This design comes from an exercise in tuning for small area and a short achievable clock period on the open sky130 flow, not from production work.
Where RTL was checked, it was by simulation tests only, not by an equivalence proof against the original.
The clock input has no modelled driver; a real chip could not lean on it and would need a root buffer or a full tree.
Power and IR drop assume default switching activity.

## cnn_top_with_pool
module cnn_top_with_pool #
(
    parameter DATA_W = 8,
    parameter FRAC   = 4,
    parameter IMG_W  = 32
)
(
    input  wire                     clk,
    input  wire                     rst,
    input  wire                     in_valid,
    input  wire signed [DATA_W-1:0] pixel_in,
    output reg                      out_valid,
    output reg signed [DATA_W-1:0]  out_data
);
Size in the first run: roughly 940 cells after synthesis, about 610 flip-flops, ~20 I/O pins, roughly 20000 sq um of cells after synthesis.
==> flow/config.mk <==
export PLATFORM = sky130hd
export DESIGN_NAME = cnn_top_with_pool
export DESIGN_NICKNAME = cnn_top_with_pool
export VERILOG_FILES = /design/flow/design.v
export SDC_FILE = /design/flow/constraint.sdc
export NUM_CORES = 4
export LEC_CHECK = 0
export ABC_CLOCK_PERIOD_IN_PS = 1600
export CAP_MARGIN = 20
export CORE_MARGIN = 2
export CORE_UTILIZATION = 60
export SETUP_SLACK_MARGIN = 2.65
export SLEW_MARGIN = 20
export SYNTH_HIERARCHICAL = 1
==> flow/constraint.sdc <==
create_clock -name core_clock -period 4.0 [get_ports {clk}]
set_input_delay 0.8000 -clock core_clock [delete_from_list [all_inputs] [get_ports {clk}]]
set_output_delay 0.8000 -clock core_clock [all_outputs]
set_load 0.01 [all_outputs]
standard.sh (not shown) runs the stock make flow with config.mk's settings and CLKGATE_MAP_FILE= SYNTH_SCRIPT=/design/flow/synth_recipe.tcl, a recipe that flattens the netlist after the stock synthesis.
==> flow/flow/run.sh <==
#!/bin/bash
# The standard layout (standard.sh), with two changes:
#  - synthesis leaves the adders to ABC instead of mapping them onto the
#    library's half- and full-adder cells (ADDER_MAP_FILE empty);
#  - clock tree synthesis adds no dummy loads, and flow/cts_hook.tcl then
#    drives TritonCTS's leaf buffers straight from four root buffers on the
#    clock port, removing the H-tree buffers in between.
# make's output goes to standard_make.log; each ORFS step logs under orfs/logs.
set -euo pipefail
here=$(pwd)
bash standard.sh ADDER_MAP_FILE= \
  "CTS_ARGS=-sink_clustering_enable -repair_clock_nets -dont_use_dummy_load -sink_clustering_size 30 -sink_clustering_max_diameter 60" \
  "PRE_CTS_TCL=$here/flow/cts_hook.tcl" \
  finish > standard_make.log 2>&1
==> flow/flow/cts_hook.tcl <==
# Run before ORFS's clock tree synthesis. Wraps clock_tree_synthesis so that,
# once TritonCTS has built its tree, the intermediate H-tree buffers are
# removed: the leaf buffers are driven straight from a few root buffers on the
# clock port, each placed at the centre of the leaf buffers it drives.
set ::my_cts_roots 4

rename clock_tree_synthesis my_tritoncts
proc clock_tree_synthesis { args } {
  my_tritoncts {*}$args
  my_flatten_clock_tree
}

proc my_flatten_clock_tree { } {
  set block [ord::get_db_block]
  set db [ord::get_db]
  set port_net [$block findNet clk]
  set master [$db findMaster sky130_fd_sc_hd__clkbuf_16]

  # clock buffers: instances whose master name has clkbuf and whose A pin is on a clock net
  set bufs {}
  foreach inst [$block getInsts] {
    set m [[$inst getMaster] getName]
    if { [string match "sky130_fd_sc_hd__clkbuf_*" $m] } {
      set a [$inst findITerm A]
      set x [$inst findITerm X]
      if { $a eq "NULL" || $x eq "NULL" } { continue }
      set an [$a getNet]
      set xn [$x getNet]
      if { $an eq "NULL" || $xn eq "NULL" } { continue }
      if { [$an getSigType] ne "CLOCK" && $an ne $port_net } { continue }
      lappend bufs $inst
    }
  }
  # leaves: buffers whose output drives anything that is not a clock buffer
  set leaves {}
  set inner {}
  foreach inst $bufs {
    set xn [[$inst findITerm X] getNet]
    set leaf 0
    foreach it [$xn getITerms] {
      if { [$it isOutputSignal] } { continue }
      set li [$it getInst]
      if { [lsearch -exact $bufs $li] < 0 } { set leaf 1; break }
    }
    if { $leaf } { lappend leaves $inst } else { lappend inner $inst }
  }
  puts "my_flatten_clock_tree: [llength $bufs] clock buffers, [llength $leaves] leaves, [llength $inner] inner"
  if { [llength $leaves] < 2 } { return }
  # a leaf buffer must not also drive other clock buffers
  foreach inst $leaves {
    foreach it [[[$inst findITerm X] getNet] getITerms] {
      if { [$it isOutputSignal] } { continue }
      if { [lsearch -exact $bufs [$it getInst]] >= 0 } {
        puts "my_flatten_clock_tree: leaf [$inst getName] drives a clock buffer, tree left as built"
        return
      }
    }
  }
  # nothing but the inner buffers may sit on the port net
  foreach it [$port_net getITerms] {
    if { [lsearch -exact $inner [$it getInst]] < 0 } {
      puts "my_flatten_clock_tree: port net drives [[$it getInst] getName], tree left as built"
      return
    }
  }
  # remove the inner buffers and their nets
  foreach inst $inner {
    set xn [[$inst findITerm X] getNet]
    foreach it [$xn getITerms] { $it disconnect }
    [$inst findITerm A] disconnect
    odb::dbInst_destroy $inst
    if { $xn ne $port_net } { odb::dbNet_destroy $xn }
  }
  # group the leaves by x into my_cts_roots groups of equal size
  set pts {}
  foreach inst $leaves {
    set loc [$inst getLocation]
    lappend pts [list [lindex $loc 0] [lindex $loc 1] $inst]
  }
  set pts [lsort -integer -index 0 $pts]
  set n [llength $pts]
  set k $::my_cts_roots
  for { set g 0 } { $g < $k } { incr g } {
    set lo [expr { $g * $n / $k }]
    set hi [expr { ($g + 1) * $n / $k }]
    set grp [lrange $pts $lo [expr { $hi - 1 }]]
    set sx 0; set sy 0
    foreach p $grp { incr sx [lindex $p 0]; incr sy [lindex $p 1] }
    set cx [expr { $sx / [llength $grp] }]
    set cy [expr { $sy / [llength $grp] }]
    set rb [odb::dbInst_create $block $master "clkbuf_root_${g}_clk"]
    set rn [odb::dbNet_create $block "clknet_root_${g}_clk"]
    $rn setSigType CLOCK
    [$rb findITerm A] connect $port_net
    [$rb findITerm X] connect $rn
    $rb setLocation $cx $cy
    $rb setPlacementStatus PLACED
    foreach p $grp { [[lindex $p 2] findITerm A] connect $rn }
  }
  puts "my_flatten_clock_tree: [llength $leaves] leaves now driven by $k root buffers"
}
The first run finished clean.
Change:
- SETUP_SLACK_MARGIN: 2.65 -> 2.3
Area after synthesis stays the same.
Routed wire length is lower by 3.2%.
Sequential power is about the same.
Clock power stays flat.
Combinational power is lower by about 10%.
Global-route usage is lower by 0.81 points.
Change:
- SETUP_SLACK_MARGIN: 2.3 -> 2.45
What happened: The new run finished clean. Die area does not change. Clock power barely changes. Design area grows by 0.64%. Power grows by 0.69%. Routed wire length grows by 0.55%. Sequential power hardly moves. Maximum frequency grows by 4.2%. Clock skew hardly moves.
Change:
--- a/flow/flow/run.sh
+++ b/flow/flow/run.sh
@@ -5,3 +5,3 @@
 #  - clock tree synthesis adds no dummy loads, and flow/cts_hook.tcl then
-#    drives TritonCTS's leaf buffers straight from four root buffers on the
+#    drives TritonCTS's leaf buffers straight from three root buffers on the
 #    clock port, removing the H-tree buffers in between.
--- a/flow/flow/cts_hook.tcl
+++ b/flow/flow/cts_hook.tcl
@@ -4,3 +4,3 @@
 # clock port, each placed at the centre of the leaf buffers it drives.
-set ::my_cts_roots 4
+set ::my_cts_roots 3
 
Effect: The new run ran to the end with no violations. Synthesized area does not change. Routed wire length is about the same. Sequential cell count stays the same. Register-to-register slack barely changes. Hold slack is worse by 0.0030 ns. Total power goes down by 0.43%. Sequential power is about the same. Die area does not change.

========
cnn_top_with_pool, a different RTL version from the one above (not shown whole).
For scale: ~960 cells after synthesis, roughly 20 I/O pins, about 20,000 um2 of cells after synthesis.
## cnn_top_with_pool
module cnn_top_with_pool #
(
    parameter DATA_W = 8,
    parameter FRAC   = 4,
    parameter IMG_W  = 32
)
(
    input  wire                     clk,
    input  wire                     rst,
    input  wire                     in_valid,
    input  wire signed [DATA_W-1:0] pixel_in,
    output reg                      out_valid,
    output reg signed [DATA_W-1:0]  out_data
);
==> flow/config.mk <==
export PLATFORM = sky130hd
export DESIGN_NAME = cnn_top_with_pool
export DESIGN_NICKNAME = cnn_top_with_pool
export VERILOG_FILES = /design/flow/design.v
export SDC_FILE = /design/flow/constraint.sdc
export NUM_CORES = 4
export LEC_CHECK = 0
export ABC_CLOCK_PERIOD_IN_PS = 1600
export CAP_MARGIN = 20
export CORE_MARGIN = 2
export CORE_UTILIZATION = 60
export SETUP_SLACK_MARGIN = 2.45
export SLEW_MARGIN = 20
export SYNTH_HIERARCHICAL = 1
==> flow/constraint.sdc <==
create_clock -name core_clock -period 4.0 [get_ports {clk}]
set_input_delay 0.8000 -clock core_clock [delete_from_list [all_inputs] [get_ports {clk}]]
set_output_delay 0.8000 -clock core_clock [all_outputs]
set_load 0.01 [all_outputs]
==> flow/flow/run.sh <==
#!/bin/bash
# The standard layout (standard.sh), with two changes:
#  - synthesis leaves the adders to ABC instead of mapping them onto the
#    library's half- and full-adder cells (ADDER_MAP_FILE empty);
#  - clock tree synthesis adds no dummy loads, and flow/cts_hook.tcl then
#    drives TritonCTS's leaf buffers straight from four roots on the clock port,
#    removing the H-tree buffers in between, and makes roots and leaves
#    inverters.
# make's output goes to standard_make.log; each ORFS step logs under orfs/logs.
set -euo pipefail
here=$(pwd)
bash standard.sh ADDER_MAP_FILE= \
  "CTS_ARGS=-sink_clustering_enable -repair_clock_nets -dont_use_dummy_load -sink_clustering_size 30 -sink_clustering_max_diameter 60" \
  "PRE_CTS_TCL=$here/flow/cts_hook.tcl" \
  finish > standard_make.log 2>&1
Other scripts of this flow, unchanged in this note and not shown: flow/flow/cts_hook.tcl
Then changed:
SETUP_SLACK_MARGIN = 3.0   (was 2.45)
After rerunning: The new run produced a clean layout. Cell area is higher by 20%. Setup slack gains 0.056 ns. Flip-flop and latch count stays the same. Fmax is higher by 3.8%. Critical path depth is higher by 1. Total power is higher by about 3%. Core utilization is higher by 13 points. Area after synthesis does not change. Via count is higher by about 16%. Routed wire length is higher by 42%.
In every run of this note, the design's own scripts or RTL, not TritonCTS, make the clock network.

========
cnn_top_with_pool, a different RTL version from the one above (not shown whole).
Size in the first run: ~910 cells after synthesis, roughly 590 flip-flops, ~20 I/O pins, about 19000 µm² of cells after synthesis.
## cnn_top_with_pool
module cnn_top_with_pool #
(
    parameter DATA_W = 8,
    parameter FRAC   = 4,
    parameter IMG_W  = 32
)
(
    input  wire                     clk,
    input  wire                     rst,
    input  wire                     in_valid,
    input  wire signed [DATA_W-1:0] pixel_in,
    output reg                      out_valid,
    output reg signed [DATA_W-1:0]  out_data
);
clock: 4.0 ns
lec_check: 0
abc_clock_period_in_ps: 1600
cap_margin: 20
core_margin: 2
core_utilization: 60
cts_cluster_diameter: 60
cts_cluster_size: 30
setup_slack_margin: 2.4
slew_margin: 20
synth_hierarchical: 1
==> flow/flow/run.sh <==
#!/bin/bash
# The standard layout, except that synthesis leaves the adders to ABC
# instead of mapping them onto the library's half- and full-adder cells.
set -euo pipefail
bash standard.sh ADDER_MAP_FILE= finish > standard_make.log 2>&1
The baseline went through all stages and came out clean.
Change:
==> flow/flow/run.sh (replaced) <==
#!/bin/bash
# The standard layout, except that synthesis leaves the adders to ABC
# instead of mapping them onto the library's half- and full-adder cells, and
# clock tree synthesis adds no dummy loads.
set -euo pipefail
bash standard.sh ADDER_MAP_FILE= \
  "CTS_ARGS=-sink_clustering_enable -repair_clock_nets -sink_clustering_size 30 -sink_clustering_max_diameter 60 -dont_use_dummy_load" \
  finish > standard_make.log 2>&1
Effect: Global-route usage stays flat; setup slack got worse by 7.1 ps; worst hold slack is worse by 16 ps.
No run of this note included a check of the RTL's function; only the layout flow was run.

## separate check: timing with driven ports
Ports are ideal in the flow. The routed layouts listed here were re-timed in OpenROAD. Step 1, drivers: a clkbuf_16 drives clk and a buf_2 each remaining input, both assumed. Step 2 moves the port delays by t, midway between the first and last clock arrival at a register: inputs arrive t later, outputs are due t later. That takes back most of the time a late clock gives input paths. Slacks: no drivers / after step 1 / after step 2; pairs: no drivers / after step 1.
run	t, ns	setup slack, ns	worst setup path after step 2	slew at the worst register clock pin (ns)	cell pins on the clock port's net
the first run of note 1	0.440	2.416 / 2.325 / 2.134	input to register	0.09 / 0.09	4
the second run of note 1	0.442	2.336 / 2.247 / 2.193	input to register	0.10 / 0.10	4
the third run of note 1	0.442	2.403 / 2.314 / 2.235	input to register	0.10 / 0.10	4
the fourth run of note 1	0.470	2.365 / 2.287 / 2.117	input to register	0.10 / 0.10	3
the first run of note 2	0.456	2.479 / 2.264 / 2.228	input to register	0.10 / 0.10	4
the second run of note 2	0.463	2.535 / 2.314 / 2.534	register to register	0.10 / 0.10	4
the first run of note 3	0.575	2.093 / 2.093 / 1.604	input to register	0.10 / 0.10	1
the second run of note 3	0.561	2.086 / 2.086 / 1.590	input to register	0.09 / 0.09	1
After both steps setup and hold are still met in every run listed. For the second run of note 3, which loses most, drivers alone change the setup slack by 0.000 ns; drivers and shift together by -0.496 ns.
